Background: an optimization exercise with open tools, aiming at small area. Do not read the settings as production practice.
Where RTL was checked, it was by simulation tests only, not by an equivalence proof against the original.
For run 7, only the layout was checked, not whether the RTL still works.
No activity file was given, so power comes from the tool's default toggle rates.

## flow/run.sh

```bash
#!/bin/bash
# synth_recipe.tcl (not shown) runs the flow's synth.tcl, then flattens the netlist and writes it again
# the make line also repeats each setting of config.mk as NAME=value (left out here)
make -C /OpenROAD-flow-scripts/flow DESIGN_CONFIG=/design/flow/config.mk WORK_HOME=/design/flow/orfs CLKGATE_MAP_FILE= SYNTH_SCRIPT=/design/flow/synth_recipe.tcl finish
```

## flow/config.mk

```make
export PLATFORM = sky130hd
export DESIGN_NAME = packet_data
export DESIGN_NICKNAME = packet_data
export VERILOG_FILES = /design/flow/design.v
export SDC_FILE = /design/flow/constraint.sdc
export NUM_CORES = 4
export LEC_CHECK = 0
export CAP_MARGIN = 20
export CORE_MARGIN = 2
export CORE_UTILIZATION = 40
export CTS_BUF_LIST = sky130_fd_sc_hd__clkbuf_2 sky130_fd_sc_hd__clkbuf_4 sky130_fd_sc_hd__clkbuf_8
export CTS_CLUSTER_SIZE = 30
export SLEW_MARGIN = 20
export SYNTH_HIERARCHICAL = 1
```

## flow/constraint.sdc

```tcl
create_clock -name core_clock -period 10.0 [get_ports {clk}]
set_input_delay 2.0000 -clock core_clock [delete_from_list [all_inputs] [get_ports {clk}]]
set_output_delay 2.0000 -clock core_clock [all_outputs]
set_load 0.01 [all_outputs]
```

## flow/design.v

```verilog
`timescale 1ns / 1ps
module pd_fa (input wire a, b, c, output wire s, co);
    assign s  = a ^ b ^ c;
    assign co = (a & b) | (a & c) | (b & c);
endmodule
module pd_ha (input wire a, b, output wire s, co);
    assign s  = a ^ b;
    assign co = a & b;
endmodule
module pd_maj3 (input wire a, b, c, output wire y);
    assign y = (a & b) | (a & c) | (b & c);
endmodule
module pd_nor2 (input wire a, b, output wire y);
    assign y = ~(a | b);
endmodule
module pd_aoi222 (input wire a1, a2, b1, b2, c1, c2, output wire y);
    assign y = ~(a1 & a2 | b1 & b2 | c1 & c2);
endmodule
module pd_aoi22 (input wire a1, a2, b1, b2, output wire y);
    assign y = ~(a1 & a2 | b1 & b2);
endmodule
module pd_nand2 (input wire a, b, output wire y);
    assign y = ~(a & b);
endmodule
module pd_nand11 (input wire [10:0] a, output wire y);
    assign y = ~&a;
endmodule
module pd_predec (
    input  wire [4:0] a,
    output wire [3:0] nlo,
    output wire [7:0] nhi
);
    assign nlo = ~(4'b0001 << a[1:0]);
    assign nhi = ~(8'b00000001 << a[4:2]);
endmodule
module pd_wpredec (
    input  wire [4:0] a,
    input  wire       en,
    input  wire       rst,
    output wire [3:0] nlo,
    output wire [7:0] nhi
);
    assign nlo = ~(((4'b0001 << a[1:0]) & {4{en}}) | {4{rst}});
    assign nhi = ~((8'b00000001 << a[4:2]) | {8{rst}});
endmodule
module pd_dec32 (
    input  wire [3:0]  nlo,
    input  wire [7:0]  nhi,
    output wire [31:0] y
);
    genvar g;
    generate
        for (g = 0; g < 32; g = g + 1) begin : d
            pd_nor2 u (.a(nlo[g % 4]), .b(nhi[g / 4]), .y(y[g]));
        end
    endgenerate
endmodule
module pd_mux32 #(parameter N = 32) (
    input  wire [31:0] d,
    input  wire [31:0] s,
    output wire        y
);
    wire [10:0] n;
    genvar g;
    generate
        for (g = 0; g < 10; g = g + 1) begin : a
            pd_aoi222 u (.a1(d[3*g]), .a2(s[3*g]), .b1(d[3*g+1]), .b2(s[3*g+1]),
                         .c1(d[3*g+2]), .c2(s[3*g+2]), .y(n[g]));
        end
        if (N == 32) begin : f32
            pd_aoi22 u (.a1(d[30]), .a2(s[30]), .b1(d[31]), .b2(s[31]), .y(n[10]));
        end else begin : f31
            pd_nand2 u (.a(d[30]), .b(s[30]), .y(n[10]));
        end
    endgenerate
    pd_nand11 u_o (.a(n), .y(y));
endmodule
module pd_add8 (
    input  wire [7:0] a,
    input  wire [7:0] b,
    output wire [7:0] y
);
    wire [8:1] c;
    pd_ha u0 (.a(a[0]), .b(b[0]), .s(y[0]), .co(c[1]));
    genvar i;
    generate
        for (i = 1; i < 8; i = i + 1) begin : f
            pd_fa u (.a(a[i]), .b(b[i]), .c(c[i]), .s(y[i]), .co(c[i+1]));
        end
    endgenerate
endmodule
module pd_hit (
    input  wire [4:0] w,
    input  wire [7:0] len,
    input  wire [7:0] k,
    output wire       y
);
    wire [7:0] u;
    wire [8:1] d;
    assign u[0] = len[0] ^ k[0];
    assign d[1] = ~len[0] | k[0];
    genvar i;
    generate
        for (i = 1; i < 8; i = i + 1) begin : f
            pd_fa u_fa (.a(~len[i]), .b(k[i]), .c(d[i]), .s(u[i]), .co(d[i+1]));
        end
    endgenerate
    wire [5:1] e;
    assign e[1] = w[0] & u[0];
    generate
        for (i = 1; i < 5; i = i + 1) begin : g
            pd_maj3 u_mj (.a(w[i]), .b(u[i]), .c(e[i]), .y(e[i+1]));
        end
    endgenerate
    assign y = ~d[8] & u[7] & u[6] & u[5] & e[5];
endmodule
module packet_data #(
    parameter data_width = 8,
    parameter depth = 32
)(
    input wire clk,
    input wire rst,
    input wire [data_width-1:0] s_axis_data,
    input wire s_axis_valid,
    output reg s_axis_ready,
    input wire s_axis_last,
    input wire [data_width + data_width - 1 : 0] packet_config,
    output reg [data_width-1 : 0] m_axis_data,
    output reg m_axis_valid,
    input wire m_axis_ready,
    output reg m_axis_last,
    output  full,
    output  empty
);
    wire [7:0] k   = packet_config[15:8];
    wire [7:0] len = packet_config[7:0];
    reg [5:0] wr_ptr;
    reg [4:0] wr_ptr2;      
    reg [5:0] rd_ptr;
    assign full  = wr_ptr[5];
    assign empty = (wr_ptr == 6'd0);
    wire beat = s_axis_valid & s_axis_ready & ~wr_ptr[5];
    wire hit;
    pd_hit u_hit (.w(wr_ptr[4:0]), .len(len), .k(k), .y(hit));
    always @(posedge clk) begin
        s_axis_ready <= ~rst;
    end
    wire [5:0] wr_inc;
    wire [5:1] wc;
    assign wr_inc[0] = ~wr_ptr[0];
    assign wc[1] = wr_ptr[0];
    genvar g, b;
    generate
        for (g = 1; g < 5; g = g + 1) begin : wi
            pd_ha u (.a(wr_ptr[g]), .b(wc[g]), .s(wr_inc[g]), .co(wc[g+1]));
        end
    endgenerate
    assign wr_inc[5] = wc[5];
    always @(posedge clk) begin
        if (rst) begin
            wr_ptr <= 6'd0;
        end else if (s_axis_last) begin
            wr_ptr <= 6'd0;
        end else if (beat) begin
            wr_ptr <= wr_inc;
        end
    end
    always @(posedge clk) begin
        if (!rst && beat) begin
            if (hit) wr_ptr2 <= {wr_ptr2[3:0], ~(wr_ptr2[4] ^ wr_ptr2[2])};
            else     wr_ptr2 <= 5'd0;
        end
    end
    wire [7:0] wdata = rst ? 8'd0 : s_axis_data;
    wire       wlast = ~rst & s_axis_last;
    wire [3:0] wlo1, wlo2;
    wire [7:0] whi1, whi2;
    wire [31:0] we1, we2;
    pd_wpredec u_wp1 (.a(wr_ptr[4:0]), .en(beat),       .rst(rst), .nlo(wlo1), .nhi(whi1));
    pd_wpredec u_wp2 (.a(wr_ptr2),     .en(beat & hit), .rst(rst), .nlo(wlo2), .nhi(whi2));
    pd_dec32   u_we1 (.nlo(wlo1), .nhi(whi1), .y(we1));
    pd_dec32   u_we2 (.nlo(wlo2), .nhi(whi2), .y(we2));
    function [4:0] lfsr_state(input integer n);
        integer j;
        reg [4:0] s;
        begin
            s = 5'd0;
            for (j = 0; j < n; j = j + 1)
                s = {s[3:0], ~(s[4] ^ s[2])};
            lfsr_state = s;
        end
    endfunction
    generate
        for (g = 0; g < 32; g = g + 1) begin : w1
            reg [7:0] mem_1;
            reg       mem_3;
            always @(posedge clk) begin
                if (we1[g]) begin
                    mem_1 <= wdata;
                    mem_3 <= wlast;
                end
            end
        end
        for (g = 0; g < 31; g = g + 1) begin : w2
            localparam [4:0] ST = lfsr_state(g);
            reg [7:0] mem_2;
            always @(posedge clk) begin
                if (we2[ST]) begin
                    mem_2 <= wdata;
                end
            end
        end
    endgenerate
    wire [3:0] rlo;
    wire [7:0] rhi;
    wire [31:0] sel;
    pd_predec u_rp   (.a(rd_ptr[4:0]), .nlo(rlo), .nhi(rhi));
    pd_dec32  u_rsel (.nlo(rlo), .nhi(rhi), .y(sel));
    wire [7:0] rd1, rd2;
    wire       rd3;
    generate
        for (b = 0; b < 8; b = b + 1) begin : r
            wire [31:0] c1;
            wire [30:0] c2;
            for (g = 0; g < 32; g = g + 1) begin : c
                assign c1[g] = w1[g].mem_1[b];
                if (g < 31) begin : c2b
                    assign c2[g] = w2[g].mem_2[b];
                end
            end
            pd_mux32          u_m1 (.d(c1),         .s(sel), .y(rd1[b]));
            pd_mux32 #(.N(31)) u_m2 (.d({1'b0, c2}), .s(sel), .y(rd2[b]));
        end
    endgenerate
    wire [31:0] c3;
    generate
        for (g = 0; g < 32; g = g + 1) begin : c3b
            assign c3[g] = w1[g].mem_3;
        end
    endgenerate
    pd_mux32 u_m3 (.d(c3), .s(sel), .y(rd3));
    wire [7:0] sum;
    pd_add8 u_add (.a(rd1), .b(rd2), .y(sum));
    wire [5:0] rd_inc;
    wire [5:1] rc;
    assign rd_inc[0] = ~rd_ptr[0];
    assign rc[1] = rd_ptr[0];
    generate
        for (g = 1; g < 5; g = g + 1) begin : ri
            pd_ha u (.a(rd_ptr[g]), .b(rc[g]), .s(rd_inc[g]), .co(rc[g+1]));
        end
    endgenerate
    assign rd_inc[5] = rc[5];
    always @(posedge clk) begin
        if (rst) begin
            m_axis_data  <= 8'd0;
            m_axis_valid <= 1'b0;
            m_axis_last  <= 1'b0;
            rd_ptr       <= 6'd0;
        end else if (m_axis_ready && !empty) begin
            if (!rd_ptr[5]) begin
                m_axis_data  <= sum;
                m_axis_valid <= 1'b1;
                m_axis_last  <= rd3;
                rd_ptr       <= (len == {2'b00, rd_inc}) ? 6'd0 : rd_inc;
            end else begin
                m_axis_valid <= 1'b0;
                m_axis_data  <= 8'd0;
            end
        end
    end
endmodule
```

==> results of run 1 <==
-- cell type report --
cell class | count | area [sq um] | area share (%)
flip-flops and latches | 564 | 16700 | 69.1
multi-input cells | 502 | 3950 | 16.4
clock buffers | 115 | 1440 | 5.95
well taps | 680 | 851 | 3.52
repair buffers | 87 | 751 | 3.11
clock inverters | 47 | 384 | 1.59
inverters | 23 | 86.3 | 0.357
diodes | 1 | 2.50 | 0.0104
-- placed cells by master, fill, tap and decap left out, types with 2 or more instances in the layout --
master	instances
edfxtp_1	541
a222oi_1	170
nor2_1	108
clkbuf_8	92
buf_4	45
clkdlybuf4s50_1	40
nand4_1	34
clkinv_1	30
clkbuf_4	24
dfxtp_1	23
inv_1	22
nand2_1	20
a31oi_1	19
nand3_1	18
or3_1	18
a22oi_2	17
fa_1	14
a21oi_1	10
ha_1	10
nor2b_4	8
clkinv_2	7
bufinv_16	7
and2_1	6
xnor2_1	5
nor3_1	4
nor3b_1	4
a31o_2	4
nand3b_1	4
maj3_2	4
clkinvlp_4	4
or2_2	3
xor2_1	3
or3b_1	3
nor2_2	3
nand2b_1	2
a31oi_2	2
-- through the flow --
step	hold slack [ns]	std cells
6_report	0.505	2019
5_1_grt	0.545	2019
4_1_cts	0.511	2017
3_5_place_dp	0.495	1855
3_3_place_gp	0.504	1855
2_1_floorplan	0.482	1099
-- state kept, by name, indices dropped and copies added (netlist names) --
signal and flops:
w1.mem_1 256, m_axis_last 1, wr_ptr2 5, w2.mem_2 248
w1.mem_3 32, s_axis_ready 1, m_axis_data 8, rd_ptr 6
wr_ptr 6, m_axis_valid 1
-- metal layers --
metal	GRT usage (%)	wire length (um)	share of wire, %
met1	28.7	23000	43
met2	31.5	25200	47
met3	3.78	4710	8.7
met4	6.25	1170	2.2
met5	0	8	0.015
-- worst max-delay path, cell delays in order --
cell and delay [ns]:
clkdlybuf4s50_1 0.51, ha_1 0.15, inv_1 0.04, fa_1 0.38, fa_1 0.39, fa_1 0.41, fa_1 0.40, fa_1 0.39
fa_1 0.39, fa_1 0.49, nand3b_1 0.08, nor2_1 0.37, and2_1 0.26, a31oi_1 0.41, nor2_1 0.69
-- power by group --
group          total (uW)  internal (uW)  switching (uW)  leakage (uW)
Combinational         193           45.8             147       0.00177
Clock                1990           1120             872      0.000940
Sequential           2780           2740            39.9       0.00532
Total                4960           3900            1060       0.00803
-- how the worst max path moves through the flow --
stage / to / slack [ns] / cells past startpoint
floorplan: w2[11].mem_2[0] / 3.64 / 15
global placement: w2[15].mem_2[0] / 2.38 / 15
detailed placement: w2[3].mem_2[4] / 2.27 / 15
CTS: w2[3].mem_2[6] / 2.99 / 15
global route: w2[15].mem_2[3] / 2.62 / 15
finish: w2[3].mem_2[5] / 2.93 / 15
==> impl_results.md, run 1 <==
* Status: complete, no violations
* Clock latency (worst-skew pair) at 0.67 ns
* FP Rows at 83
* Worst Hold Launch: m_axis_last
* Synthesis-to-finish area growth at 16.6%
* Synthesized instance count at 1099
* Unrepaired setup endpoints after global routing: no
* Cell area after placement at 22300 sq um
* Post-route cell area at 24200 sq um
* LEAKAGE at 0.00803 uW
* Post-CTS Setup Bufs at 0
* Worst Hold Class: reg -> reg
* Hold Path End: m_axis_last
* Max Slew Vio Count at 0
* CP required at 10.29 ns
* Syn_nets at 1152
* Critical Path AT at 7.37 ns
* Core Region at between 50000 and 60000 sq um
* ANT nets after route at 0
* Final setup vio count at 0
* R2R cell count at 16
* Reg2Reg Launch Point: rd_ptr[4]
* Die ar. at 53700 sq um
* Finished Core Util at 47.1%
* Tot GR Track Use at 20.1%
* CTS clk-pin slew, worst paths at 0.06 ns
* Final WL at 54.0 mm
* Ys Warns at 7
* Net count, final at 1318
* Drt first-iter violations at approximately 2000
* Syn avg cell area at 18.9 sq um
* Worst Slack Setup Final at 2.93 ns
* DIE WIDTH at about 230 um
* Slew margin rel. at 21.1%
* Crit share post-route at 70.7%
* DR vias at 12100
* Clk sinks at 564
* H-tree lvl count at 3
* R2R setup slack at between 4 and 5 ns
* FILL cells at approximately 4400
* Crit. End Element: flip-flop
* Setup Skew at around 0.028 ns
* Power per Cell Area at just over 200 nW/um^2
* Setup Crit Path Kind: in -> reg
* Setup total negative slack at 0 ns
* Final Hold Fails at 0
* Longest Clk Path Bufs at 3
* Starting Density at 40.4%
* Crit path time final at 7.07 ns
* Pin count of the biggest net entering global routing at 64
* Worst r2r dst: m_axis_data[7]
* DRT Pass-1 Iters at 14
* Pwr Total at 4960 uW
* GPL Wtd Cong at 0.819
* Critical Path Fanout Max at 8
* Critical Path Start: packet_config[0]
* Proportion of layout cells with a drive suffix above 1 at 16.7%
* HPWL Detailed at 32.9 mm
* Cts hold-fix bufs at 0
* TritonCTS clock tree: built
* # resized after CTS at 0
* DP Worst Slack at 2.27 ns
* I/O Buffers at 41
* Number of global-route vias before repair at ~12000
* VDD IR max at 0.000122 V
* Total gr overflow at 0
* First-pass GRT wire length at between 70 and 80 mm
* Number of buffers created by CTS at 87
* Post-Syn Area at 20700 sq um
* Height of the chip at 232 um
* Root Buffer: clkbuf_8
* DR WL/cell at around 27 um
* Vias per cell at 6.01
* Fmax at 141 MHz
* IO Pins at 42
* Slew at the pin closest to its max-slew limit at approximately 1.2 ns
* Worst Hold Depth at 2
* Initial antenna violation count at 2
* # DRC at 0
* Maxcap violations at 0
* Startpoint Class: input port
==> run 2, diff against run 1 <==
--- a/flow/config.mk
+++ b/flow/config.mk
@@ -10,4 +10,3 @@
 export CORE_UTILIZATION = 40
-export CTS_BUF_LIST = sky130_fd_sc_hd__clkbuf_2 sky130_fd_sc_hd__clkbuf_4 sky130_fd_sc_hd__clkbuf_8
-export CTS_CLUSTER_SIZE = 30
+export CTS_BUF_LIST = sky130_fd_sc_hd__clkbuf_4
 export SLEW_MARGIN = 20
==> run 2 against run 1 <==
Effect of this change:
- first-iteration DRC count shrank 0.69%
- utilization is 0.25 points lower
- clock power down 9%
- critical path depth rose by 1
- cell area is 0.52% lower
- critical path type unchanged
- largest power group unchanged
==> impl_results.md, run 2 <==
* Comb pwr share at 4.0% (about the same)
* Critical Path AT at 7.40 ns (+0.03 ns)
* CP required at 10.47 ns (+0.18 ns)
* Maxcap violations at 0 (unchanged)
* Syn avg cell area at 18.9 sq um (unchanged)
* VDD IR max at 0.0000884 V (-28%)
* Setup Crit Path Kind: in -> reg
* IO Pins at 42 (unchanged)
* I/O Buffers at 41 (unchanged)
* Syn_nets at 1152 (unchanged)
* Crit. End Element: flip-flop
* Setup total negative slack at 0 ns (unchanged)
* CP max stage cell: nor2_1
* FP Rows at 83 (unchanged)
* Regs by FF count: w1.mem_1 x256, w2.mem_2 x248, w1.mem_3 x32
* Starting Density at 40.4% (unchanged)
* Proportion of layout cells with a drive suffix above 1 at 21.8% (+5.0 points)
* Cell area after placement at 22300 sq um (unchanged)
* DR WL/cell at 25.9 um (-3.2%)
* Final setup vio count at 0 (unchanged)
* Sw Ratio at 22.1% (+0.76 points)
* Commonest cells after routing, fill and taps aside: edfxtp_1, clkbuf_4, a222oi_1
* Most frequent CP cell: fa_1
* Slew at the pin closest to its max-slew limit at 1.23 ns (+0.0510 ns)
* Longest Clk Path Bufs at 3 (unchanged)
* Most flops, register: w1.mem_1
* CTS clk-pin slew, worst paths at 0.07 ns (about the same)
* Vias per cell at 5.91 (-1.7%)
* LEAKAGE at 0.00810 uW (+0.87%)
* Most common cell after layout, fill and taps aside: edfxtp_1
* DRT Pass-1 Iters at 14 (unchanged)
* Max reg flops at 256 (unchanged)
* Internal power at 3730 uW (-4.3%)
* Crit path time final at 6.93 ns (-0.143 ns)
* DIE WIDTH at 232 um (unchanged)
* Power per Cell Area at 199 nW/um^2 (-2.9%)
* Post-Syn Area at 20700 sq um (unchanged)
* Final Hold Fails at 0 (unchanged)
* # resized after CTS at 0 (unchanged)
* Critical Path Fanout Max at 8 (unchanged)
* Status: complete, no violations
* Worst Hold Class: reg -> reg
* DR vias at 12400 (+1.8%)
* Die ar. at 53700 sq um (unchanged)
* Cts hold-fix bufs at 0 (unchanged)
* Crit share post-route at 69.3% (-1.4 points)
* Clk sinks at 564 (unchanged)
* Net count, final at 1371 (+4.0%)
* Multi-input gate area at 3960 sq um (+0.16%)
* Fmax at 144 MHz (+2.1%)
* Net switching power at 1060 uW (about the same)
* Post-CTS Setup Bufs at 0 (unchanged)
* Max Slew Vio Count at 0 (unchanged)
* FILL cells at 4474 (+1.3%)
* Ys Warns at 7 (unchanged)
* Core Region at 51300 sq um (unchanged)
* TritonCTS clock tree: built
* CP top delay family: adder cells
* First-pass GRT wire length at 78.7 mm (+0.59%)
* Number of global-route vias before repair at 12400 (+5.0%)
* R2R setup slack at 4.11 ns (about the same)
* DP Worst Slack at 2.27 ns (unchanged)
* Clock latency (worst-skew pair) at 0.86 ns (+0.19 ns)
* ANT nets after route at 0 (unchanged)
* Total gr overflow at 0 (unchanged)
* Unrepaired setup endpoints after global routing: no
* Initial antenna violation count at 1 (-1)
* Post-route cell area at 24000 sq um (-0.52%)
* Tot GR Track Use at 20.3% (+0.14 points)
* Number of buffers created by CTS at 140 (+61%)
* Setup Skew at 0.0299 ns (+0.00227 ns)
* Synthesized instance count at 1099 (unchanged)
* Worst Slack Setup Final at 3.07 ns (+0.143 ns)
* # DRC at 0 (unchanged)
* Startpoint Class: input port
* Pin count of the biggest net entering global routing at 64 (unchanged)
* Max incr delay on CP at 0.53 ns (-0.16 ns)
* H-tree lvl count at 4 (+1)
* Slew margin rel. at 17.6% (-3.4 points)
* GPL Wtd Cong at 0.819 (unchanged)
* Sequential cell area at 16700 sq um (unchanged)
* Root Buffer: clkbuf_4
* CP Buf/Inv Count at 3 (+1)
* Flop pwr share at 57.9% (+1.9 points)
* HPWL Detailed at 32.9 mm (unchanged)
* Clk network pwr share at 38.0% (-2.1 points)
* Drt first-iter violations at 2014 (-0.69%)
* Height of the chip at 232 um (unchanged)
* Synthesis-to-finish area growth at 16.0%
* Cell Chain, Critical Path: clkdlybuf4s50_1, ha_1, inv_1, fa_1, fa_1, fa_1, fa_1, fa_1, fa_1, fa_1, nand3b_1, nor2_1, and2_1, a31oi_1, buf_4, nor2_1
* Final WL at 54.2 mm (+0.22%)
run 2: worst paths after layout:
check                                       end        startpoint  depth (start not counted)
worst min register to register      m_axis_last       m_axis_last                          2
worst max register to register   m_axis_data[7]         rd_ptr[0]                         16
worst min-delay path                m_axis_last       m_axis_last                          2
worst max-delay path            w2[25].mem_2[4]  packet_config[0]                         16
run 2: layout make-up:
cell class	count	area share, %
Antenna cell	1	0.0104
Multi-Input combinational cell	502	16.5
Clock inverter	39	0.942
Clock buffer	195	6.09
Sequential cell	564	69.5
Inverter	23	0.359
Timing Repair Buffer	87	3.12
Tap cell	680	3.54
run 2: metal layers:
| layer | track usage (%) | routed length [um] |
|---|---|---|
| met1 | 28.3 | 22300 |
| met4 | 8.63 | 1530 |
| met3 | 3.90 | 5110 |
| met2 | 31.3 | 25300 |
| met5 | 0 | 0 |
run 2: power groups by stage:
stage / clock (uW) / sequential (uW) / combinational, uW
2_1_floorplan: 0 / 2810 / 100
3_3_place_gp: 0 / 2820 / 191
3_5_place_dp: 0 / 2820 / 194
4_1_cts: 1870 / 2770 / 195
5_1_grt: 1980 / 2780 / 209
6_report: 1820 / 2780 / 193
run 2: tightest hold or removal path, stage by stage (launching register included):
cell	delay, ns
dfxtp_1	0.32
o21ai_0	0.08
a21oi_1	0.06
run 2: metrics by stage:
step / util [%] / power, uW / hold slack (ns) / cells
2_1_floorplan: - / 2910 / 0.482 / 1099
4_1_cts: 46.8 / 4840 / 0.512 / 2089
3_5_place_dp: 43.5 / 3020 / 0.495 / 1855
5_1_grt: 46.9 / 4980 / 0.547 / 2091
3_3_place_gp: 43.5 / 3010 / 0.504 / 1855
6_report: 46.9 / 4790 / 0.512 / 2091
==> run 3, diff against run 2 <==
==> flow/flow/run.sh (new file) <==
#!/bin/bash
# The standard layout (standard.sh), with a smaller clock tree (larger
# sink clusters, no dummy loads) and the smallest buffer on the ports.
set -u
export CTS_ARGS="-sink_clustering_enable -repair_clock_nets -dont_use_dummy_load -buf_list {sky130_fd_sc_hd__clkbuf_4 sky130_fd_sc_hd__clkbuf_8 sky130_fd_sc_hd__clkbuf_16} -sink_clustering_buffer sky130_fd_sc_hd__clkbuf_16 -sink_buffer_max_cap_derate 1.0 -sink_clustering_size 26 -sink_clustering_max_diameter 100"
export BUFFER_PORTS_ARGS="-buffer_cell sky130_fd_sc_hd__buf_1"
bash standard.sh > standard.log 2>&1
==> flow/standard.sh (new file) <==
#!/bin/bash
# synth_recipe.tcl (not shown) runs the flow's synth.tcl, then flattens the netlist and writes it again
# the make line also repeats each setting of config.mk as NAME=value (left out here)
make -C /OpenROAD-flow-scripts/flow DESIGN_CONFIG=/design/flow/config.mk WORK_HOME=/design/flow/orfs CLKGATE_MAP_FILE= SYNTH_SCRIPT=/design/flow/synth_recipe.tcl "${@:-finish}"
--- a/flow/config.mk
+++ b/flow/config.mk
@@ -10,3 +10,2 @@
 export CORE_UTILIZATION = 40
-export CTS_BUF_LIST = sky130_fd_sc_hd__clkbuf_4
 export SLEW_MARGIN = 20
removed: flow/run.sh
==> run 3 against run 2 <==
Effect of this change:
- critical path type unchanged
- combinational power down 5%
- cell count down 10%
- sequential power about the same
- synthesized cell count unchanged
- flip-flop and latch count unchanged
- area after synthesis unchanged
- sequential share of layout area up 4.3 points
- largest cell class unchanged
- critical path depth unchanged
- first-iteration DRC count up 6.6%
- register-to-register slack worse by 0.07 ns
- utilization down 2.7 points
==> impl_results.md, run 3 <==
* Synthesis-to-finish area growth at 9.33%
* Clk sinks at 564 (unchanged)
* Proportion of layout cells with a drive suffix above 1 at 9.51% (-12 points)
* DR vias at 11700 (-5.2%)
* Unrepaired setup endpoints after global routing: no
* CP Buf/Inv Count at 3 (unchanged)
* Post-Syn Area at 20700 sq um (unchanged)
* Slew margin rel. at 18.7% (+1.1 points)
* Startpoint Class: input port
* Height of the chip at 232 um (unchanged)
* Longest Clk Path Bufs at 3 (unchanged)
* Syn_nets at 1152 (unchanged)
* TritonCTS clock tree: built
* Maxcap violations at 0 (unchanged)
* Total gr overflow at 0 (unchanged)
* # resized after CTS at 0 (unchanged)
* Cts hold-fix bufs at 0 (unchanged)
* Core Region at 51300 sq um (unchanged)
* Net count, final at 1254 (-8.5%)
* Crit. End Element: flip-flop
* Die ar. at 53700 sq um (unchanged)
* Max incr delay on CP at 0.58 ns (+0.05 ns)
* FP Rows at 83 (unchanged)
* First-pass GRT wire length at 76.1 mm (-3.3%)
* Crit share post-route at 65.3% (-4.0 points)
* R2R setup slack at 4.04 ns (-0.07 ns)
* Initial antenna violation count at 1 (unchanged)
* Setup total negative slack at 0 ns (unchanged)
* CP required at 10.51 ns (+0.04 ns)
* DP Cell Count at 1854 (-0.054%)
* Layout Cells excl Fill at 1881 (-10%)
* Max reg flops at 256 (unchanged)
* Vias per cell at 6.23 (+5.4%)
* Most frequent CP cell: fa_1
* CTS clk-pin slew, worst paths at 0.11 ns (+0.04 ns)
* Power per Cell Area at 177 nW/um^2 (-11%)
* Reg2Reg Launch Point: rd_ptr[0]
* Root Buffer: clkbuf_4
* CP top delay family: adder cells
* Finished Core Util at 44.2% (-2.7 points)
* Final setup vio count at 0 (unchanged)
* Critical Path Fanout Max at 8 (unchanged)
* Status: complete, no violations
* HPWL Detailed at 33.6 mm (+2.0%)
* Number of buffers created by CTS at 25 (-82%)
* IO Pins at 42 (unchanged)
* Cell Chain, Critical Path: buf_1, ha_1, inv_1, fa_1, fa_1, fa_1, fa_1, fa_1, fa_1, fa_1, nand3b_1, nor2_1, and2_1, a31oi_1, buf_4, nor2_1
* Slew at the pin closest to its max-slew limit at 1.21 ns (-0.0159 ns)
* Commonest cells after routing, fill and taps aside: edfxtp_1, a222oi_1, nor2_1
* Critical path depth at 16 (unchanged)
* CP max stage cell: nor2_1
* Number of global-route vias before repair at 11200 (-9.1%)
* Most flops, register: w1.mem_1
* Max Slew Vio Count at 0 (unchanged)
* Synthesized instance count at 1099 (unchanged)
* Worst Hold Class: reg -> reg
* Most common cell after layout, fill and taps aside: edfxtp_1
* Post-CTS Setup Bufs at 0 (unchanged)
* Crit path time final at 6.53 ns (-0.399 ns)
* Critical Path Start: packet_config[0]
* H-tree lvl count at 1 (-3)
* DRT Pass-1 Iters at 12 (-2)
* Setup Crit Path Kind: in -> reg
* VDD IR max at 0.000116 V (+31%)
* Post-route cell area at 22700 sq um (-5.8%)
* Final WL at 52.6 mm (-2.9%)
* Fmax at 153 MHz (+6.1%)
* Worst Hold Launch: m_axis_last
* Regs by FF count: w1.mem_1 x256, w2.mem_2 x248, w1.mem_3 x32
* Ys Warns at 7 (unchanged)
* Pin count of the biggest net entering global routing at 64 (unchanged)
* Syn avg cell area at 18.9 sq um (unchanged)
* DR WL/cell at 27.9 um (+7.9%)
* Setup Skew at 0.0327 ns (+0.00275 ns)
* Hold Slack at 0.507 ns (-0.00478 ns)
* Tot GR Track Use at 19.4% (-0.87 points)
* I/O Buffers at 41 (unchanged)
* # DRC at 0 (unchanged)
* Critical Path AT at 7.04 ns (-0.36 ns)
* LEAKAGE at 0.00726 uW (-10%)
* Worst Hold Depth at 2 (unchanged)
* Clock latency (worst-skew pair) at 0.88 ns (+0.02 ns)
* Cell area after placement at 22100 sq um (-1.2%)
* Starting Density at 40.4% (unchanged)
* ANT nets after route at 0 (unchanged)
* Final Hold Fails at 0 (unchanged)
* R2R cell count at 16 (unchanged)
* Drt first-iter violations at 2146 (+6.6%)
* GPL Wtd Cong at 0.888 (+8.5%)
* DIE WIDTH at 232 um (unchanged)
[run 3: cell count changes in the layout (fill, tap and decap cells not counted), sizes merged]
cell	previous run	this run
clkinv	27	1
bufinv	2	0
clkbuf	196	26
buf	46	84
diode	1	2
clkdlybuf4s50	40	0
clkinvlp	5	0
inv	28	22
[run 3: where the power goes]
| group | internal [uW] | switching [uW] |
|---|---|---|
| clock | 399 | 656 |
| combinational | 37.0 | 147 |
| sequential | 2730 | 39.1 |
| total | 3170 | 841 |
[run 3: per-stage QoR]
step                total power (uW)  setup slack [ns]
floorplan                       2910              3.64
global placement                3000              2.77
detailed placement              3010              2.61
CTS                             4030              3.56
global route                    4140              3.26
finish                          4010              3.47
[run 3: worst paths after layout]
path                           to
hold / removal        m_axis_last
setup reg to reg   m_axis_data[7]
setup / recovery  w2[18].mem_2[7]
hold reg to reg       m_axis_last
[run 3: area by class of cell]
class / instances / area [sq um]
timing repair buffer: 85 / 485
inverter: 23 / 86.3
clock buffer: 25 / 573
antenna: 2 / 5.00
tap: 680 / 851
sequential: 564 / 16700
multi-input combinational: 502 / 3950
fill: 4453 / 28600
[run 3: routing by layer]
| metal | track usage (%) | vias to the layer above | routed length (um) |
|---|---|---|---|
| met3 | 2.21 | 79 | 4540 |
| met5 | 0 | - | 13 |
| met2 | 30.4 | 656 | 24400 |
| met1 | 28.7 | 6032 | 22100 |
| li1 | - | 4953 | - |
| met4 | 5.71 | 2 | 1490 |
[run 3: worst register-to-register path: cells and delay by family, from the launching register on]
kind | cells | cell delay, ns
AOI/OAI and AO/OA | 2 | 0.73
adders and majority gates | 8 | 3.06
buffers and inverters | 1 | 0.22
DFF | 1 | 0.53
and+or+nand+nor | 5 | 1.29
==> run 4, diff against run 3 <==
--- a/flow/config.mk
+++ b/flow/config.mk
@@ -9,3 +9,4 @@
 export CORE_MARGIN = 2
-export CORE_UTILIZATION = 40
+export CORE_UTILIZATION = 60
+export GPL_TIMING_DRIVEN = 0
 export SLEW_MARGIN = 20
==> run 4 against run 3 <==
Effect of this change:
- still clean on timing, DRC and antenna
- clock skew increased by 0.038 ns
- sequential share of layout area rose by 0.43 points
- total power decreased by 0.16%
- count of clock-buffer cells in the layout is the same
- critical path depth is 1 lower
- worst setup slack got worse by 0.27 ns
- global-route usage increased by 7.6 points
- routed wire length decreased by 7.1%
- via count fell by 2.8%
- maximum frequency is 4.0% lower
- clock power hardly changed
- hold slack gained 0.0063 ns
==> impl_results.md, run 4 <==
* Status: complete, no violations
* R2R cell count at 16 (unchanged)
* Setup Skew at 0.0708 ns (+0.0381 ns)
* Synthesis-to-finish area growth at 8.71%
* Ys Warns at 7 (unchanged)
* CTS clk-pin slew, worst paths at 0.11 ns (about the same)
* HPWL Detailed at 32.7 mm (-2.6%)
* Proportion of layout cells with a drive suffix above 1 at 10.1% (+0.64 points)
* DP Cell Count at 1613 (-13%)
* Worst Hold Depth at 2 (unchanged)
* Die ar. at 36000 sq um (-33%)
* First-pass GRT wire length at 70.7 mm (-7.1%)
* DP Worst Slack at 2.41 ns (-0.205 ns)
* Clk sinks at 564 (unchanged)
* Number of buffers created by CTS at 25 (unchanged)
* Final WL at 48.9 mm (-7.1%)
* Regs by FF count: w1.mem_1 x256, w2.mem_2 x248, w1.mem_3 x32
* Critical Path Fanout Max at 8 (unchanged)
* DRT Pass-1 Iters at 9 (-3)
* Final Hold Fails at 0 (unchanged)
* Slew at the pin closest to its max-slew limit at 1.18 ns (-0.0351 ns)
* DIE WIDTH at 190 um (-18%)
* Synthesized instance count at 1099 (unchanged)
* Fmax at 147 MHz (-4.0%)
* Max reg flops at 256 (unchanged)
* DR WL/cell at 29.8 um (+6.7%)
* Critical Path AT at 7.26 ns (+0.22 ns)
* Longest Clk Path Bufs at 3 (unchanged)
* Net count, final at 1238 (-1.3%)
* Final setup vio count at 0 (unchanged)
* Power per Cell Area at 178 nW/um^2 (+0.42%)
* # resized after CTS at 0 (unchanged)
* Startpoint Class: input port
* Layout Cells excl Fill at 1639 (-13%)
* Commonest cells after routing, fill and taps aside: edfxtp_1, a222oi_1, nor2_1
* TritonCTS clock tree: built
* # DRC at 0 (unchanged)
* LEAKAGE at 0.00721 uW (-0.63%)
* Maxcap violations at 0 (unchanged)
* Most common cell after layout, fill and taps aside: edfxtp_1
* Height of the chip at 190 um (-18%)
* Max Slew Vio Count at 0 (unchanged)
* Crit path time final at 6.80 ns (+0.271 ns)
* Worst Hold Class: reg -> reg
* FP Rows at 68 (-18%)
* Total gr overflow at 0 (unchanged)
* Most flops, register: w1.mem_1
* Tot GR Track Use at 27.0% (+7.6 points)
* Post-CTS Setup Bufs at 0 (unchanged)
* Clock latency (worst-skew pair) at 0.88 ns (about the same)
* Worst Slack Setup Final at 3.20 ns (-0.271 ns)
* GPL Wtd Cong at 0.848 (-4.5%)
* CP required at 10.45 ns (-0.06 ns)
* DR vias at 11400 (-2.8%)
* Syn_nets at 1152 (unchanged)
* Unrepaired setup endpoints after global routing: no
* Pin count of the biggest net entering global routing at 37 (-42%)
* Finished Core Util at 65.7% (+22 points)
* Core Region at 34300 sq um (-33%)
* Drt first-iter violations at 1750 (-18%)
* Setup Crit Path Kind: in -> reg
* Setup total negative slack at 0 ns (unchanged)
* ANT nets after route at 0 (unchanged)
* H-tree lvl count at 1 (unchanged)
* Initial antenna violation count at 2 (+1)
* I/O Buffers at 41 (unchanged)
* IO Pins at 42 (unchanged)
* Starting Density at 60.4% (+20 points)
* Vias per cell at 6.95 (+12%)
* Number of global-route vias before repair at 10700 (-4.6%)
* Cts hold-fix bufs at 0 (unchanged)
* VDD IR max at 0.000176 V (+52%)
* Syn avg cell area at 18.9 sq um (unchanged)
* Post-Syn Area at 20700 sq um (unchanged)
* Crit share post-route at 68.0% (+2.7 points)
* FILL cells at 2352 (-47%)
* Crit. End Element: flip-flop
* Root Buffer: clkbuf_4
* Slew margin rel. at 21.1% (+2.4 points)
[run 4: worst paths after layout]
check                                      start              end  slack, ns
worst min register to register       m_axis_last      m_axis_last       0.51
worst min-delay path                 m_axis_last      m_axis_last       0.51
worst max-delay path            packet_config[0]  w2[12].mem_2[6]       3.20
worst max register to register         rd_ptr[0]   m_axis_data[7]       3.75
[run 4: routing by layer]
layer	wire (um)	global-route usage (%)	part of all wire, %
met5	0	0	0
met4	870	5.19	1.8
met2	23400	43.0	48
met3	3730	2.60	7.6
met1	20900	41.6	43
[run 4: layout make-up]
cell class / count / area (sq um) / area share, %
antenna: 1 / 2.50 / 0.0111
buffer: 10 / 62.6 / 0.278
sequential: 564 / 16700 / 74.1
multi-input combinational: 502 / 4030 / 17.9
inverter: 23 / 86.3 / 0.383
timing repair buffer: 59 / 502 / 2.23
clock buffer: 25 / 573 / 2.54
tap: 455 / 569 / 2.53
[run 4: power by group]
group | switching (uW) | internal (uW)
sequential | 33.8 | 2730
combinational | 143 | 44.8
clock | 651 | 399
total | 829 | 3170
[run 4: critical path: stages]
cell and delay [ns]:
buf_1 0.13, ha_1 0.16, inv_1 0.05, fa_1 0.37, fa_1 0.39, fa_1 0.40
fa_1 0.40, fa_1 0.38, fa_1 0.39, fa_1 0.49, nand3b_1 0.08, nor2_1 0.52
and2_1 0.37, a31oi_1 0.37, nor2_1 0.74
[run 4: per-stage QoR]
stage | hold slack [ns] | instance area, sq um | power [uW]
final | 0.514 | 22500 | 4000
after global placement | 0.481 | 21400 | 2990
after floorplan | 0.482 | 20700 | 2910
after detailed placement | 0.492 | 21900 | 3010
after CTS | 0.509 | 22500 | 4020
after global routing | 0.554 | 22500 | 4120
==> run 5, diff against run 4 <==
--- a/flow/config.mk
+++ b/flow/config.mk
@@ -10,3 +10,2 @@
 export CORE_UTILIZATION = 60
-export GPL_TIMING_DRIVEN = 0
 export SLEW_MARGIN = 20
==> run 5 against run 4 <==
Effect of this change:
- global-route usage increased by 2.2 points
- worst setup slack improved by 0.30 ns
- still clean
- register-to-register slack improved by 0.37 ns
- maximum frequency increased by 4.6%
- highest routed layer unchanged
- hold slack improved by 0.0034 ns
- largest cell class unchanged
- critical path depth unchanged
- sequential share of layout area increased by 0.48 points
- count of clock-buffer cells in the layout unchanged
- routed wire length increased by 7.7%
- total power about the same
- cell area decreased by 0.65%
==> impl_results.md, run 5 <==
* Status: complete, no violations
* DRT Pass-1 Iters at 13 (+4)
* Most flops, register: w1.mem_1
* Core Region at 34300 sq um (unchanged)
* Sw Ratio at 20.9% (+0.20 points)
* DR WL/cell at 31.8 um (+6.6%)
* LEAKAGE at 0.00727 uW (+0.74%)
* Cell Chain, Critical Path: buf_1, ha_1, inv_1, fa_1, fa_1, fa_1, fa_1, fa_1, fa_1, fa_1, nand3b_1, nor2_1, and2_1, a31oi_1, nor2_1
* Die ar. at 36000 sq um (unchanged)
* Slew margin rel. at 16.0% (-5.0 points)
* Final Hold Fails at 0 (unchanged)
* Proportion of layout cells with a drive suffix above 1 at 9.67% (-0.48 points)
* Final setup vio count at 0 (unchanged)
* Longest Clk Path Bufs at 3 (unchanged)
* Setup Skew at 0.0573 ns (-0.0134 ns)
* DIE WIDTH at 190 um (unchanged)
* Cts hold-fix bufs at 0 (unchanged)
* Ys Warns at 7 (unchanged)
* Number of buffers created by CTS at 25 (unchanged)
* GPL Wtd Cong at 0.875 (+3.2%)
* FP Rows at 68 (unchanged)
* Clk sinks at 564 (unchanged)
* CP Buf/Inv Count at 2 (unchanged)
* Maxcap violations at 0 (unchanged)
* Flop pwr share at 69.2% (about the same)
* Commonest cells after routing, fill and taps aside: edfxtp_1, a222oi_1, nor2_1
* Post-Syn Area at 20700 sq um (unchanged)
* Internal power at 3170 uW (-0.21%)
* VDD IR max at 0.000127 V (-28%)
* Clk network pwr share at 26.2% (about the same)
* Startpoint Class: input port
* Unrepaired setup endpoints after global routing: no
* Syn_nets at 1152 (unchanged)
* DR vias at 11700 (+2.9%)
* Sequential cell area at 16700 sq um (unchanged)
* Slew at the pin closest to its max-slew limit at 1.25 ns (+0.0749 ns)
* Initial antenna violation count at 2 (unchanged)
* ANT nets after route at 0 (unchanged)
* CTS clk-pin slew, worst paths at 0.10 ns (about the same)
* Net count, final at 1255 (+1.4%)
* CP required at 10.47 ns (+0.02 ns)
* Synthesized instance count at 1099 (unchanged)
* Crit share post-route at 65.0% (-3.0 points)
* # resized after CTS at 0 (unchanged)
* Fmax at 154 MHz (+4.6%)
* Post-CTS Setup Bufs at 0 (unchanged)
* Starting Density at 60.4% (unchanged)
* Final WL at 52.6 mm (+7.7%)
* Tot GR Track Use at 29.2% (+2.2 points)
* First-pass GRT wire length at 74.9 mm (+5.9%)
* Drt first-iter violations at 2262 (+29%)
* FILL cells at 2397 (+1.9%)
* Crit path time final at 6.50 ns (-0.302 ns)
* Synthesis-to-finish area growth at 8.00%
* Max reg flops at 256 (unchanged)
* # DRC at 0 (unchanged)
* Multi-input gate area at 3950 sq um (-1.9%)
* Regs by FF count: w1.mem_1 x256, w2.mem_2 x248, w1.mem_3 x32
* Crit. End Element: flip-flop
* HPWL Detailed at 33.0 mm (+1.1%)
* Cell area after placement at 21800 sq um (-0.67%)
* Setup total negative slack at 0 ns (unchanged)
* Height of the chip at 190 um (unchanged)
* Pin count of the biggest net entering global routing at 64 (+73%)
* I/O Buffers at 41 (unchanged)
* Critical Path AT at 6.97 ns (-0.29 ns)
* H-tree lvl count at 1 (unchanged)
* Post-route cell area at 22400 sq um (-0.65%)
* Setup Crit Path Kind: in -> reg
* CP max stage cell: nor2_1
* Max Slew Vio Count at 0 (unchanged)
* Comb pwr share at 4.6% (about the same)
* Most frequent CP cell: fa_1
* CP top delay family: adder cells
* Clock latency (worst-skew pair) at 0.88 ns (about the same)
* Syn avg cell area at 18.9 sq um (unchanged)
* TritonCTS clock tree: built
* Hold Slack at 0.517 ns (+0.00337 ns)
* Worst Hold Class: reg -> reg
* IO Pins at 42 (unchanged)
* Total gr overflow at 0 (unchanged)
* Max incr delay on CP at 0.66 ns (-0.08 ns)
* Net switching power at 837 uW (+1.0%)
* Root Buffer: clkbuf_4
* Number of global-route vias before repair at 11000 (+2.6%)
* Power per Cell Area at 179 nW/um^2 (+0.69%)
* Most common cell after layout, fill and taps aside: edfxtp_1
* Critical Path Fanout Max at 8 (unchanged)
* Vias per cell at 7.08 (+1.9%)
[run 5: path summary, 6_finish.rpt]
| path | start | slack, ns | depth (start not counted) | end |
|---|---|---|---|---|
| setup / recovery | packet_config[0] | 3.50 | 15 | w2[8].mem_2[7] |
| hold / removal | m_axis_last | 0.52 | 2 | m_axis_last |
| setup reg to reg | rd_ptr[4] | 4.12 | 16 | m_axis_data[7] |
| hold reg to reg | m_axis_last | 0.52 | 2 | m_axis_last |
[run 5: area by class of cell]
type | count | share of cell area, %
Multi-Input combinational cell | 502 | 17.7
Timing Repair Buffer | 86 | 2.20
Tap cell | 455 | 2.54
Sequential cell | 564 | 74.6
Antenna cell | 1 | 0.0112
Clock buffer | 25 | 2.56
Inverter | 23 | 0.386
[run 5: per-stage QoR]
stage	util (%)	power, uW	instances	worst slack, ns
2_1_floorplan	-	2910	1099	3.64
3_3_place_gp	63.5	3000	1629	2.83
3_5_place_dp	63.6	3010	1629	2.69
4_1_cts	65.2	4020	1654	3.61
5_1_grt	65.3	4110	1656	3.31
6_report	65.3	4000	1656	3.50
[run 5: power groups by stage]
stage	Combinational [uW]	Clock, uW	Sequential (uW)
global route	200	1130	2780
CTS	185	1060	2770
finish	185	1050	2770
global placement	181	0	2820
floorplan	100	0	2810
detailed placement	184	0	2820
[run 5: routing by layer]
layer	GRT usage (%)	share of wire, %	up-vias	wire length (um)
met3	5.53	10	82	5290
met1	43.7	40	5964	21200
met5	0	0	-	0
met2	44.5	46	726	24300
met4	8.86	3.3	0	1740
li1	-	-	4955	-
[run 5: worst min-delay path: stages, from the launching register on]
cell,delay (ns)
dfxtp_1,0.34
o21ai_0,0.07
a21oi_1,0.07
==> run 6, diff against run 5 <==
--- a/flow/config.mk
+++ b/flow/config.mk
@@ -7,6 +7,6 @@
 export LEC_CHECK = 0
-export CAP_MARGIN = 20
+export CAP_MARGIN = 0
 export CORE_MARGIN = 2
 export CORE_UTILIZATION = 60
-export SLEW_MARGIN = 20
+export SLEW_MARGIN = 0
 export SYNTH_HIERARCHICAL = 1
==> run 6 against run 5 <==
Effect of this change:
- still clean
- sequential share of layout area increased by 0.067 points
- total power decreased by 0.39%
- cell area about the same
- largest power group unchanged
==> impl_results.md, run 6 <==
* Cts hold-fix bufs at 0 (unchanged)
* Number of global-route vias before repair at 11100 (+0.49%)
* Most flops, register: w1.mem_1
* # resized after CTS at 0 (unchanged)
* Tot GR Track Use at 29.2% (-0.036 points)
* CTS clk-pin slew, worst paths at 0.11 ns (about the same)
* Synthesized instance count at 1099 (unchanged)
* ANT nets after route at 0 (unchanged)
* DRT Pass-1 Iters at 14 (+1)
* R2R setup slack at 4.15 ns (+0.03 ns)
* Sw Ratio at 20.6% (-0.30 points)
* Cell Chain, Critical Path: buf_1, ha_1, inv_1, fa_1, fa_1, fa_1, fa_1, fa_1, fa_1, fa_1, nand3b_1, nor2_1, and2_1, a31oi_1, buf_4, nor2_1
* DR vias at 11700 (-0.46%)
* DR WL/cell at 31.5 um (-0.80%)
* GPL Wtd Cong at 0.875 (unchanged)
* Startpoint Class: input port
* Drt first-iter violations at 2123 (-6.1%)
* DP Cell Count at 1629 (unchanged)
* Critical Path Start: packet_config[0]
* Regs by FF count: w1.mem_1 x256, w2.mem_2 x248, w1.mem_3 x32
* Final Hold Fails at 0 (unchanged)
* Max reg flops at 256 (unchanged)
* Max Used Layer: met4
* Proportion of layout cells with a drive suffix above 1 at 9.34% (-0.33 points)
* Worst Hold Depth at 2 (unchanged)
* Final WL at 52.2 mm (-0.86%)
* Slew margin rel. at 12.6% (-3.5 points)
* Most common cell after layout, fill and taps aside: edfxtp_1
* Clk network pwr share at 25.9% (-0.3 points)
* DR WL met2 at 23.6 mm (-2.9%)
* Max Slew Vio Count at 0 (unchanged)
* I/O Buffers at 41 (unchanged)
* Critical Path Fanout Max at 8 (unchanged)
* DP Worst Slack at 2.70 ns (+0.00765 ns)
* Root Buffer: clkbuf_4
* Total gr overflow at 0 (unchanged)
* Flop pwr share at 69.5% (+0.3 points)
* Critical path depth at 16 (+1)
* Pin count of the biggest net entering global routing at 64 (unchanged)
* Setup Skew at 0.0908 ns (+0.0334 ns)
* Metal-1 WL at 21.2 mm (about the same)
* Longest Clk Path Bufs at 3 (unchanged)
* Height of the chip at 190 um (unchanged)
* Commonest cells after routing, fill and taps aside: edfxtp_1, a222oi_1, nor2_1
* Worst r2r dst: m_axis_data[7]
* Setup Crit Path Kind: in -> reg
* Most frequent CP cell: fa_1
* Post-CTS Setup Bufs at 0 (unchanged)
* Net switching power at 821 uW (-1.8%)
* Met3 Wirelength at 5.26 mm (-0.68%)
* Syn_nets at 1152 (unchanged)
* # DRC at 0 (unchanged)
* CP required at 10.44 ns (-0.03 ns)
* Number of buffers created by CTS at 25 (unchanged)
* Starting Density at 60.4% (unchanged)
* Maxcap violations at 0 (unchanged)
* Vias per cell at 7.05 (-0.40%)
* Status: complete, no violations
* R2R cell count at 16 (unchanged)
* First-pass GRT wire length at 74.8 mm (-0.18%)
* Layout Cells excl Fill at 1655 (-0.060%)
* Crit path time final at 6.52 ns (+0.0147 ns)
* Pwr Total at 3990 uW (-0.39%)
* CP Buf/Inv Count at 3 (+1)
* LEAKAGE at 0.00726 uW (-0.13%)
* Post-Syn Area at 20700 sq um (unchanged)
* Worst Hold Launch: m_axis_last
* Net count, final at 1254 (-0.080%)
* CP top delay family: adder cells
* Crit share post-route at 65.2% (+0.15 points)
* CP max stage cell: nor2_1
* Clk sinks at 564 (unchanged)
* DIE WIDTH at 190 um (unchanged)
* Ys Warns at 7 (unchanged)
* Crit. End Element: flip-flop
* Unrepaired setup endpoints after global routing: no
* Slew at the pin closest to its max-slew limit at 1.31 ns (+0.0519 ns)
* Max incr delay on CP at 0.52 ns (-0.14 ns)
* Power per Cell Area at 178 nW/um^2 (-0.30%)
* HPWL Detailed at 33.1 mm (about the same)
* Core Region at 34300 sq um (unchanged)
* Hold Path End: m_axis_last
* Syn avg cell area at 18.9 sq um (unchanged)
* Reg2Reg Launch Point: rd_ptr[1]
* Internal power at 3170 uW (about the same)
* Setup total negative slack at 0 ns (unchanged)
* TritonCTS clock tree: built
* Critical Path AT at 6.96 ns (about the same)
* Worst Hold Class: reg -> reg
* Initial antenna violation count at 2 (unchanged)
* Fmax at 153 MHz (-0.23%)
* Clock latency (worst-skew pair) at 0.87 ns (about the same)
* Worst Slack Setup Final at 3.48 ns (-0.0147 ns)
* H-tree lvl count at 1 (unchanged)
* Comb pwr share at 4.6% (about the same)
* Synthesis-to-finish area growth at 7.90% (about the same)
* VDD IR max at 0.000157 V (+24%)
* Die ar. at 36000 sq um (unchanged)
* IO Pins at 42 (unchanged)
* Final setup vio count at 0 (unchanged)
* FP Rows at 68 (unchanged)
==> run 6: final cells by class <==
type	instances	area [sq um]
repair buffers	85	485
fillers	2415	11900
inverters	23	86.3
well taps	455	569
clock buffers	25	573
multi-input cells	502	3940
diodes	1	2.50
flip-flops and latches	564	16700
==> run 6: how the worst max path moves through the flow <==
stage                       to  slack, ns
6_report        w2[6].mem_2[1]       3.48
5_1_grt         w2[8].mem_2[6]       3.35
4_1_cts         w2[6].mem_2[6]       3.59
3_5_place_dp   w2[14].mem_2[2]       2.70
3_3_place_gp   w2[14].mem_2[6]       2.83
2_1_floorplan  w2[11].mem_2[0]       3.64
==> run 6: power by group through the flow <==
| stage | logic, uW | registers, uW | clock network, uW |
|---|---|---|---|
| floorplan | 100 | 2810 | 0 |
| global placement | 181 | 2820 | 0 |
| global route | 199 | 2780 | 1120 |
| finish | 184 | 2770 | 1030 |
| detailed placement | 185 | 2820 | 0 |
| CTS | 185 | 2770 | 1050 |
==> run 6: through the flow <==
stage	utilization (%)	cell area [sq um]	hold slack, ns
CTS	65.2	22400	0.511
global placement	63.5	21800	0.469
floorplan	-	20700	0.482
finish	65.2	22400	0.508
detailed placement	63.5	21800	0.487
global route	65.2	22400	0.521
==> run 6: layer usage <==
layer  vias up  GRT usage, %
met2       708          43.5
li1       4955             -
met3        94          5.85
met4         0          10.0
met5         -             0
met1      5916          43.8
==> run 6: tightest hold or removal path: cells and delay by family (launching register included) <==
family	cells	cell delay [ns]
compound gates	2	0.14
flops	1	0.33
==> run 7, diff against run 6 <==
--- a/flow/design.v
+++ b/flow/design.v
@@ -15,2 +15,5 @@
 endmodule
+module pd_and2 (input wire a, b, output wire y);
+    assign y = a & b;
+endmodule
 module pd_aoi222 (input wire a1, a2, b1, b2, c1, c2, output wire y);
@@ -29,7 +32,7 @@
     input  wire [4:0] a,
-    output wire [3:0] nlo,
-    output wire [7:0] nhi
-);
-    assign nlo = ~(4'b0001 << a[1:0]);
-    assign nhi = ~(8'b00000001 << a[4:2]);
+    output wire [3:0] lo,
+    output wire [7:0] hi
+);
+    assign lo = 4'b0001 << a[1:0];
+    assign hi = 8'b00000001 << a[4:2];
 endmodule
@@ -44,2 +47,14 @@
     assign nhi = ~((8'b00000001 << a[4:2]) | {8{rst}});
+endmodule
+module pd_rdec32 (
+    input  wire [3:0]  lo,
+    input  wire [7:0]  hi,
+    output wire [31:0] y
+);
+    genvar g;
+    generate
+        for (g = 0; g < 32; g = g + 1) begin : d
+            pd_and2 u (.a(lo[g % 4]), .b(hi[g / 4]), .y(y[g]));
+        end
+    endgenerate
 endmodule
@@ -216,4 +231,4 @@
     wire [31:0] sel;
-    pd_predec u_rp   (.a(rd_ptr[4:0]), .nlo(rlo), .nhi(rhi));
-    pd_dec32  u_rsel (.nlo(rlo), .nhi(rhi), .y(sel));
+    pd_predec u_rp   (.a(rd_ptr[4:0]), .lo(rlo), .hi(rhi));
+    pd_rdec32 u_rsel (.lo(rlo), .hi(rhi), .y(sel));
     wire [7:0] rd1, rd2;
--- a/flow/config.mk
+++ b/flow/config.mk
@@ -7,6 +7,6 @@
 export LEC_CHECK = 0
-export CAP_MARGIN = 0
+export CAP_MARGIN = 20
 export CORE_MARGIN = 2
 export CORE_UTILIZATION = 60
-export SLEW_MARGIN = 0
+export SLEW_MARGIN = 20
 export SYNTH_HIERARCHICAL = 1
==> run 7 against run 6 <==
Effect of this change:
- total power hardly changed
- non-clock buffer count is 21 lower
- count of clock-buffer cells in the layout stayed put
- largest cell class unchanged
- critical path type unchanged
==> impl_results.md, run 7 <==
* I/O Buffers at 41 (unchanged)
* Syn avg cell area at 18.9 sq um (+0.41%)
* Multi-input gate area at 4030 sq um (+2.3%)
* Tot GR Track Use at 29.1% (-0.099 points)
* Die ar. at 36200 sq um (+0.40%)
* Critical Path AT at 7.04 ns (+0.08 ns)
* Setup total negative slack at 0 ns (unchanged)
* Crit share post-route at 65.9% (+0.69 points)
* H-tree lvl count at 1 (unchanged)
* FP Rows at 68 (unchanged)
* DR vias at 11500 (-1.1%)
* Clk network pwr share at 25.9% (about the same)
* Post-CTS Setup Bufs at 0 (unchanged)
* Cts hold-fix bufs at 0 (unchanged)
* DRT Pass-1 Iters at 12 (-2)
* DR WL/cell at 32.0 um (+1.7%)
* Clock latency (worst-skew pair) at 0.82 ns (-0.05 ns)
* Proportion of layout cells with a drive suffix above 1 at 7.98% (-1.4 points)
* Power per Cell Area at 179 nW/um^2 (+0.24%)
* Slew at the pin closest to its max-slew limit at 1.25 ns (-0.0595 ns)
* Clk sinks at 564 (unchanged)
* LEAKAGE at 0.00722 uW (-0.48%)
* Cell area after placement at 21700 sq um (-0.37%)
* Max Slew Vio Count at 0 (unchanged)
* Maxcap violations at 0 (unchanged)
* Sequential cell area at 16700 sq um (unchanged)
* Drt first-iter violations at 1999 (-5.8%)
* Final WL at 52.4 mm (+0.37%)
* Post-Syn Area at 20800 sq um (+0.41%)
* Net count, final at 1233 (-1.7%)
* CTS clk-pin slew, worst paths at 0.10 ns (about the same)
* Unrepaired setup endpoints after global routing: no
* GPL Wtd Cong at 0.880 (+0.50%)
* Most frequent CP cell: fa_1
* Root Buffer: clkbuf_4
* Core Region at 34400 sq um (+0.25%)
* Worst Hold Class: reg -> reg
* Pin count of the biggest net entering global routing at 64 (unchanged)
* Finished Core Util at 64.9% (-0.35 points)
* Height of the chip at 190 um (+0.20%)
* Total gr overflow at 0 (unchanged)
* Setup Skew at 0.0210 ns (-0.0698 ns)
* Cell Chain, Critical Path: buf_1, ha_1, inv_1, fa_1, fa_1, fa_1, fa_1, fa_1, fa_1, fa_1, nand3b_1, nor2_1, and2_1, a31oi_1, nor2_1
* Setup Crit Path Kind: in -> reg
* Comb pwr share at 4.6% (about the same)
* Pwr Total at 3990 uW (about the same)
* # DRC at 0 (unchanged)
* Crit path time final at 6.59 ns (+0.0694 ns)
* Vias per cell at 7.07 (+0.19%)
* # resized after CTS at 0 (unchanged)
* TritonCTS clock tree: built
* Ys Warns at 7 (unchanged)
* Crit. End Element: flip-flop
* Commonest cells after routing, fill and taps aside: edfxtp_1, a222oi_1, nor2_1
* Max incr delay on CP at 0.70 ns (+0.18 ns)
* Final Hold Fails at 0 (unchanged)
* CP required at 10.46 ns (+0.02 ns)
* Internal power at 3170 uW (about the same)
* Flop pwr share at 69.5% (about the same)
* Max reg flops at 256 (unchanged)
* Sw Ratio at 20.6% (-0.041 points)
* R2R setup slack at 3.94 ns (-0.21 ns)
* Status: complete, no violations
* ANT nets after route at 0 (unchanged)
* Initial antenna violation count at 1 (-1)
* Synthesis-to-finish area growth at 7.15%
* Number of buffers created by CTS at 25 (unchanged)
* Starting Density at 60.5% (+0.098 points)
* Final setup vio count at 0 (unchanged)
* IO Pins at 42 (unchanged)
* Critical Path Fanout Max at 8 (unchanged)
* Longest Clk Path Bufs at 3 (unchanged)
* Synthesized instance count at 1099 (unchanged)
* CP max stage cell: nor2_1
* Post-route cell area at 22300 sq um (-0.29%)
* Syn_nets at 1152 (unchanged)
* Net switching power at 819 uW (-0.25%)
* Most common cell after layout, fill and taps aside: edfxtp_1
* HPWL Detailed at 33.6 mm (+1.5%)
* Slew margin rel. at 16.5% (+4.0 points)
* Most flops, register: w1.mem_1
* Startpoint Class: input port
* Fmax at 152 MHz (-1.1%)
* DIE WIDTH at 190 um (+0.20%)
* VDD IR max at 0.000136 V (-14%)
* First-pass GRT wire length at 74.6 mm (-0.31%)
* Regs by FF count: w1.mem_1 x256, w2.mem_2 x248, w1.mem_3 x32
* Number of global-route vias before repair at 11000 (-0.16%)
* FILL cells at 2413 (-0.083%)
[run 7: cell types whose count changed in the layout (fill, tap and decap cells not counted), sizes merged, moves of 2 or more]
| cell | before | now |
|---|---|---|
| and2 | 6 | 39 |
| and3b | 0 | 3 |
| nand3b | 4 | 1 |
| nand2b | 2 | 0 |
| nor3b | 4 | 7 |
| nor2 | 111 | 80 |
| or3b | 3 | 0 |
| nor2b | 10 | 12 |
| buf | 84 | 63 |
[run 7: final timing paths]
path	cells after the start	to	start
min reg2reg	2	m_axis_last	m_axis_last
min	2	m_axis_last	m_axis_last
max reg2reg	16	m_axis_data[7]	rd_ptr[0]
max	15	w2[17].mem_2[4]	packet_config[0]
[run 7: final cells by class]
type	count	share of cell area, %
well taps	455	2.55
clock buffers	25	2.57
repair buffers	64	1.47
diodes	1	0.0112
flip-flops and latches	564	74.9
multi-input cells	502	18.1
inverters	23	0.387
[run 7: worst max-delay path, delay by kind of cell]
family	cells	cell delay, ns
AO/OA/AOI/OAI	1	0.44
AND/OR/NAND/NOR	4	1.41
buffers and inverters	2	0.17
adder cells (fa/ha/maj)	8	3.02
[run 7: per-layer routing]
| metal | track usage (%) | part of all wire (%) | wire length, um |
|---|---|---|---|
| met1 | 43.9 | 41 | 21500 |
| met2 | 43.5 | 45 | 23600 |
| met3 | 5.93 | 11 | 5610 |
| met4 | 8.97 | 3.1 | 1640 |
| met5 | 0 | 0 | 0 |
[run 7: metrics by stage]
stage	worst slack (ns)	hold WS [ns]	std cells
finish	3.41	0.488	1634
detailed placement	2.64	0.472	1608
CTS	3.52	0.488	1633
global route	3.22	0.511	1634
floorplan	3.64	0.482	1099
global placement	2.77	0.466	1608
[run 7: power groups by stage]
| stage | Clock [uW] | Sequential [uW] | Combinational, uW |
|---|---|---|---|
| 2_1_floorplan | 0 | 2810 | 100 |
| 3_3_place_gp | 0 | 2820 | 181 |
| 3_5_place_dp | 0 | 2820 | 183 |
| 4_1_cts | 1050 | 2770 | 183 |
| 5_1_grt | 1120 | 2780 | 198 |
| 6_report | 1030 | 2770 | 183 |
==> run 8, diff against run 7 <==
--- a/flow/design.v
+++ b/flow/design.v
@@ -21,5 +21,2 @@
 endmodule
-module pd_aoi22 (input wire a1, a2, b1, b2, output wire y);
-    assign y = ~(a1 & a2 | b1 & b2);
-endmodule
 module pd_nand2 (input wire a, b, output wire y);
@@ -28,2 +25,5 @@
 module pd_nand11 (input wire [10:0] a, output wire y);
+    assign y = ~&a;
+endmodule
+module pd_nand12 (input wire [11:0] a, output wire y);
     assign y = ~&a;
@@ -77,3 +77,3 @@
 );
-    wire [10:0] n;
+    wire [11:0] n;
     genvar g;
@@ -84,9 +84,10 @@
         end
+        pd_nand2 u30 (.a(d[30]), .b(s[30]), .y(n[10]));
         if (N == 32) begin : f32
-            pd_aoi22 u (.a1(d[30]), .a2(s[30]), .b1(d[31]), .b2(s[31]), .y(n[10]));
+            pd_nand2 u31 (.a(d[31]), .b(s[31]), .y(n[11]));
+            pd_nand12 u_o (.a(n), .y(y));
         end else begin : f31
-            pd_nand2 u (.a(d[30]), .b(s[30]), .y(n[10]));
-        end
-    endgenerate
-    pd_nand11 u_o (.a(n), .y(y));
+            pd_nand11 u_o (.a(n[10:0]), .y(y));
+        end
+    endgenerate
 endmodule
==> flow/flow/run.sh (replaced) <==
#!/bin/bash
# The standard layout (standard.sh), with a smaller clock tree (larger
# sink clusters of clkbuf_8 leaves, no dummy loads) and the smallest buffer
# on the ports.
set -u
export CTS_ARGS="-sink_clustering_enable -repair_clock_nets -dont_use_dummy_load -buf_list {sky130_fd_sc_hd__clkbuf_4 sky130_fd_sc_hd__clkbuf_8} -sink_clustering_buffer sky130_fd_sc_hd__clkbuf_8 -sink_buffer_max_cap_derate 1.0 -sink_clustering_size 18 -sink_clustering_max_diameter 100"
export BUFFER_PORTS_ARGS="-buffer_cell sky130_fd_sc_hd__buf_1"
bash standard.sh > standard.log 2>&1
==> run 8 against run 7 <==
Effect of this change:
- still clean
- routed wire length grew 0.59%
- utilization down 0.18 points
- area after synthesis fell by 0.16%
- critical path depth did not move
- hold slack gained 0.0036 ns
- critical path type unchanged
==> impl_results.md, run 8 <==
* Root Buffer: clkbuf_4
* Worst Slack Setup Final at 3.41 ns (-0.00517 ns)
* CP top delay family: adder cells
* Slew at the pin closest to its max-slew limit at 1.25 ns (+0.00257 ns)
* FP Rows at 68 (unchanged)
* # DRC at 0 (unchanged)
* Metal-1 WL at 21.5 mm (+0.18%)
* Max Slew Vio Count at 0 (unchanged)
* Longest Clk Path Bufs at 3 (unchanged)
* Startpoint Class: input port
* DR WL met2 at 23.7 mm (about the same)
* Critical Path Fanout Max at 8 (unchanged)
* Initial antenna violation count at 2 (+1)
* GPL Wtd Cong at 0.824 (-6.4%)
* Layout Cells excl Fill at 1658 (+1.5%)
* DP Cell Count at 1620 (+0.75%)
* Pin count of the biggest net entering global routing at 64 (unchanged)
* Max Used Layer: met4
* Critical Path AT at 6.95 ns (-0.09 ns)
* Starting Density at 60.6% (about the same)
* Met3 Wirelength at 5.86 mm (+4.5%)
* Cell area after placement at 21700 sq um (about the same)
* Max reg flops at 256 (unchanged)
* Synthesized instance count at 1108 (+0.82%)
* Final Hold Fails at 0 (unchanged)
* Number of global-route vias before repair at 11100 (+0.55%)
* Height of the chip at 190 um (about the same)
* Cell Chain, Critical Path: buf_1, ha_1, inv_1, fa_1, fa_1, fa_1, fa_1, fa_1, fa_1, fa_1, nand3b_1, nor2_1, and2_1, a31oi_1, nor2_1
* Power per Cell Area at 177 nW/um^2 (-1.3%)
* Commonest cells after routing, fill and taps aside: edfxtp_1, a222oi_1, nor2_1
* Vias per cell at 7.10 (+0.43%)
* # resized after CTS at 0 (unchanged)
* I/O Buffers at 41 (unchanged)
* Net count, final at 1257 (+1.9%)
* Maxcap violations at 0 (unchanged)
* Setup Crit Path Kind: in -> reg
* Most common cell after layout, fill and taps aside: edfxtp_1
* Crit share post-route at 65.9% (about the same)
* FILL cells at 2348 (-2.7%)
* TritonCTS clock tree: built
* Most flops, register: w1.mem_1
* Syn_nets at 1161 (+0.78%)
* VDD IR max at 0.000130 V (-4.7%)
* CP required at 10.36 ns (-0.10 ns)
* Unrepaired setup endpoints after global routing: no
* Final WL at 52.7 mm (+0.59%)
* CTS clk-pin slew, worst paths at 0.12 ns (+0.02 ns)
* DP Worst Slack at 2.73 ns (+0.0879 ns)
* Synthesis-to-finish area growth at 6.76%
* Max incr delay on CP at 0.72 ns (+0.02 ns)
* Clock latency (worst-skew pair) at 0.76 ns (-0.06 ns)
* DRT Pass-1 Iters at 10 (-2)
* First-pass GRT wire length at 75.7 mm (+1.5%)
* Crit path time final at 6.59 ns (+0.00517 ns)
* HPWL Detailed at 32.9 mm (-1.9%)
* CP max stage cell: nor2_1
* Post-Syn Area at 20800 sq um (-0.16%)
* Core Region at 34300 sq um (-0.25%)
* IO Pins at 42 (unchanged)
* Fmax at 152 MHz (about the same)
* DIE WIDTH at 190 um (about the same)
* Die ar. at 36100 sq um (-0.16%)
* Most frequent CP cell: fa_1
* Clk sinks at 564 (unchanged)
* Status: complete, no violations
* Number of buffers created by CTS at 37 (+48%)
* LEAKAGE at 0.00719 uW (-0.39%)
* Post-route cell area at 22200 sq um (-0.52%)
* ANT nets after route at 0 (unchanged)
* Setup Skew at 0.0700 ns (+0.0490 ns)
* Slew margin rel. at 16.4% (-0.17 points)
## run 8: path summary, 6_finish.rpt
check	slack [ns]	end	depth (start not counted)	from
worst max register to register	4.07	m_axis_data[7]	15	rd_ptr[2]
worst max-delay path	3.41	w2[0].mem_2[7]	15	packet_config[0]
worst min register to register	0.49	m_axis_last	2	m_axis_last
worst min-delay path	0.49	m_axis_last	2	m_axis_last
## run 8: cell type report
type / instances / area (sq um) / area share (%)
Sequential cell: 564 / 16700 / 75.3
Multi-Input combinational cell: 511 / 3990 / 18.0
Tap cell: 455 / 569 / 2.57
Clock buffer: 37 / 478 / 2.15
Timing Repair Buffer: 67 / 350 / 1.58
Inverter: 23 / 86.3 / 0.389
Antenna cell: 1 / 2.50 / 0.0113
## run 8: worst min-delay path, stage by stage (launching register included)
cell and delay, ns:
dfxtp_1 0.33, o21ai_0 0.06, a21oi_1 0.06
## run 8: where the power goes
group	leakage (uW)	internal, uW	switching [uW]
clock network	0.000253	309	651
registers	0.00532	2730	38.9
logic	0.00163	37.1	149
total	0.00719	3080	838
## run 8: stage by stage
| stage | power [uW] | utilization [%] |
|---|---|---|
| after global routing | 4030 | 64.7 |
| after floorplan | 2910 | - |
| final | 3920 | 64.7 |
| after global placement | 3000 | 63.3 |
| after CTS | 3930 | 64.7 |
| after detailed placement | 3010 | 63.3 |
## run 8: metal layers
metal | track usage (%) | vias to the layer above
li1 | - | 4957
met1 | 45.4 | 5936
met2 | 43.7 | 791
met3 | 5.52 | 83
met4 | 9.48 | 0
met5 | 0 | -

Re-timed with assumed drivers on the ports (clkbuf_16 on the clock, buf_2 on other inputs), run 8 has 3.432 ns of setup slack against 3.409 ns with ideal ports, and 2.682 ns once port delays also move by the mid clock arrival of 0.750 ns.
